What follows belongs to an exercise in optimizing a design on an open flow for small area, a short achievable clock period and few clock cycles per item; a production flow would make more cautious choices.
In this exercise RTL edits were held to simulation tests only and were not proved equivalent to the original.

==> juniper <==
==> flow/design.v (excerpt) <==
module produto_escalar (
    input logic clk,
    input logic rst,
    input logic start,
    input logic signed [31:0] a0, a1, a2, a3, a4, a5, a6, a7,
    input logic signed [31:0] b0, b1, b2, b3, b4, b5, b6, b7,
    output logic done,
    output logic signed [63:0] result
);
    always_ff @(posedge clk or posedge rst) begin
        if (rst) done <= 1'b0;
        else done <= start;
    end
    logic [383:0] r, rn;
    always_ff @(posedge clk) r <= rn;
    logic [63:0] fs, fc;
    assign result = fs + fc;
    wire s1_0_0_1, s2_0_0_2, ng_0_0_3, pp_4, pp_5, pp_6, pp_7, pp_8, pp_9, pp_10, pp_11, pp_12, pp_13, pp_14, pp_15, pp_16, pp_17, pp_18, pp_19, pp_20, pp_21, pp_22, pp_23, pp_24, pp_25, pp_26, pp_27, pp_28, pp_29, pp_30, pp_31, pp_32, pp_33, pp_34, pp_35, pp_36, s1_0_1_37, s2_0_1_38, ng_0_1_39, pp_40, pp_41, pp_42, pp_43, pp_44, pp_45, pp_46, pp_47, pp_48, pp_49, pp_50, pp_51, pp_52, pp_53, pp_54, pp_55, pp_56, pp_57, pp_58, pp_59, pp_60, pp_61, pp_62, pp_63, pp_64;
    wire pp_65, pp_66, pp_67, pp_68, pp_69, pp_70, pp_71, pp_72, s1_0_2_73, s2_0_2_74, ng_0_2_75, pp_76, pp_77, pp_78, pp_79, pp_80, pp_81, pp_82, pp_83, pp_84, pp_85, pp_86, pp_87, pp_88, pp_89, pp_90, pp_91, pp_92, pp_93, pp_94, pp_95, pp_96, pp_97, pp_98, pp_99, pp_100, pp_101, pp_102, pp_103, pp_104, pp_105, pp_106, pp_107, pp_108, s1_0_3_109, s2_0_3_110, ng_0_3_111, pp_112, pp_113, pp_114, pp_115, pp_116, pp_117, pp_118, pp_119, pp_120, pp_121, pp_122, pp_123, pp_124, pp_125, pp_126, pp_127, pp_128;
  ...
==> flow/config.mk <==
export PLATFORM = sky130hd
export DESIGN_NAME = produto_escalar
export DESIGN_NICKNAME = produto_escalar
export VERILOG_FILES = /design/flow/design.v
export SDC_FILE = /design/flow/constraint.sdc
export NUM_CORES = 4
export LEC_CHECK = 0
export ABC_AREA = 1
export CAP_MARGIN = 20
export CELL_PAD_IN_SITES_DETAIL_PLACEMENT = 1
export CELL_PAD_IN_SITES_GLOBAL_PLACEMENT = 1
export CORE_MARGIN = 2
export CORE_UTILIZATION = 38
export SETUP_SLACK_MARGIN = 2.5
export SLEW_MARGIN = 20
export SYNTH_HIERARCHICAL = 1
export SYNTH_MINIMUM_KEEP_SIZE = 0
==> flow/constraint.sdc <==
create_clock -name core_clock -period 11.0 [get_ports {clk}]
set_input_delay 2.2000 -clock core_clock [delete_from_list [all_inputs] [get_ports {clk}]]
set_output_delay 2.2000 -clock core_clock [all_outputs]
set_load 0.01 [all_outputs]
standard.sh (not shown) runs the stock make flow with config.mk's settings and CLKGATE_MAP_FILE= SYNTH_SCRIPT=/design/flow/synth_recipe.tcl, a recipe that flattens the netlist after the stock synthesis.
==> flow/flow/run.sh <==
#!/bin/bash
# The standard layout (standard.sh), with one change: the buffer that
# buffer_ports puts on every input and output port is buf_4 instead of the
# delay buffer (clkdlybuf4s50_1) it picks by default.
set -euo pipefail
export BUFFER_PORTS_ARGS="-buffer_cell sky130_fd_sc_hd__buf_4"
bash standard.sh > standard_flow.log 2>&1
==> inputs of ember, as changes to juniper <==
SETUP_SLACK_MARGIN = 3.5   (was 2.5)
==> qor summary <==
Status: ember no timing/DRC/antenna violations; juniper no timing/DRC/antenna violations
Detailed Route WL: ember 1000000 um; juniper 980000 um
Post-route cell area: ember 196000 um^2; juniper 189000 um^2
Inserted Diodes: ember 26; juniper 25
Post-layout utilization of the core: ember 0.416; juniper 0.401
Wire length on met3: ember 124000 um; juniper 116000 um
Routed length per instance: ember 42.7 um; juniper 42.2 um
Count of non-CTS buffers in the layout: ember 1305; juniper 1084
Slew margin rel.: ember 0.136; juniper 0.145
Fraction of area in clock buffers and inverters: ember 0.00850; juniper 0.00882
Critical path's slowest cell: ember sky130_fd_sc_hd__inv_2; juniper sky130_fd_sc_hd__nand2_1
Routing usage on met3: ember 0.125; juniper 0.120
Least-Margin Pin Slew: ember 1.30 ns; juniper 1.28 ns
FMAX: ember 132 MHz; juniper 118 MHz
Area added between synthesis and finish: ember 9.19%; juniper 5.18%
Testbench counts of juniper, summed over its fixed seeds: cycles 968, items 960.
Testbench counts of ember, summed over its fixed seeds: cycles 968, items 960.

separate check: timing with driven ports:
The results above use ideal ports. As a check the final layouts listed here were re-extracted and re-timed, cells and wires unchanged. Step 1: set_driving_cell puts a clkbuf_16 on clk and a buf_2 on each other input, an assumption about the parent block. Step 2, shift: input delay + t, output delay - t, t = (earliest + latest rising clock arrival at the registers) / 2. This alone moves slack from input paths to output paths. Three values: no drivers, after step 1, after step 2; two values: the first two.
| run | t, ns | setup WS [ns] | hold WS [ns] | clock arrival spread, ns | worst data-port slew with drivers (ns) |
|---|---|---|---|---|---|
| juniper | 0.735 | 2.561 / 2.475 / 1.740 | 1.333 / 1.252 / 1.987 | 0.110 / 0.111 | 0.20 |
| ember | 0.735 | 3.425 / 3.354 / 2.619 | 1.333 / 1.253 / 1.987 | 0.112 / 0.113 | 0.30 |
After both steps setup and hold are still met in every run listed. For juniper, which loses most, drivers alone change the setup slack by -0.086 ns; drivers and shift together by -0.821 ns.
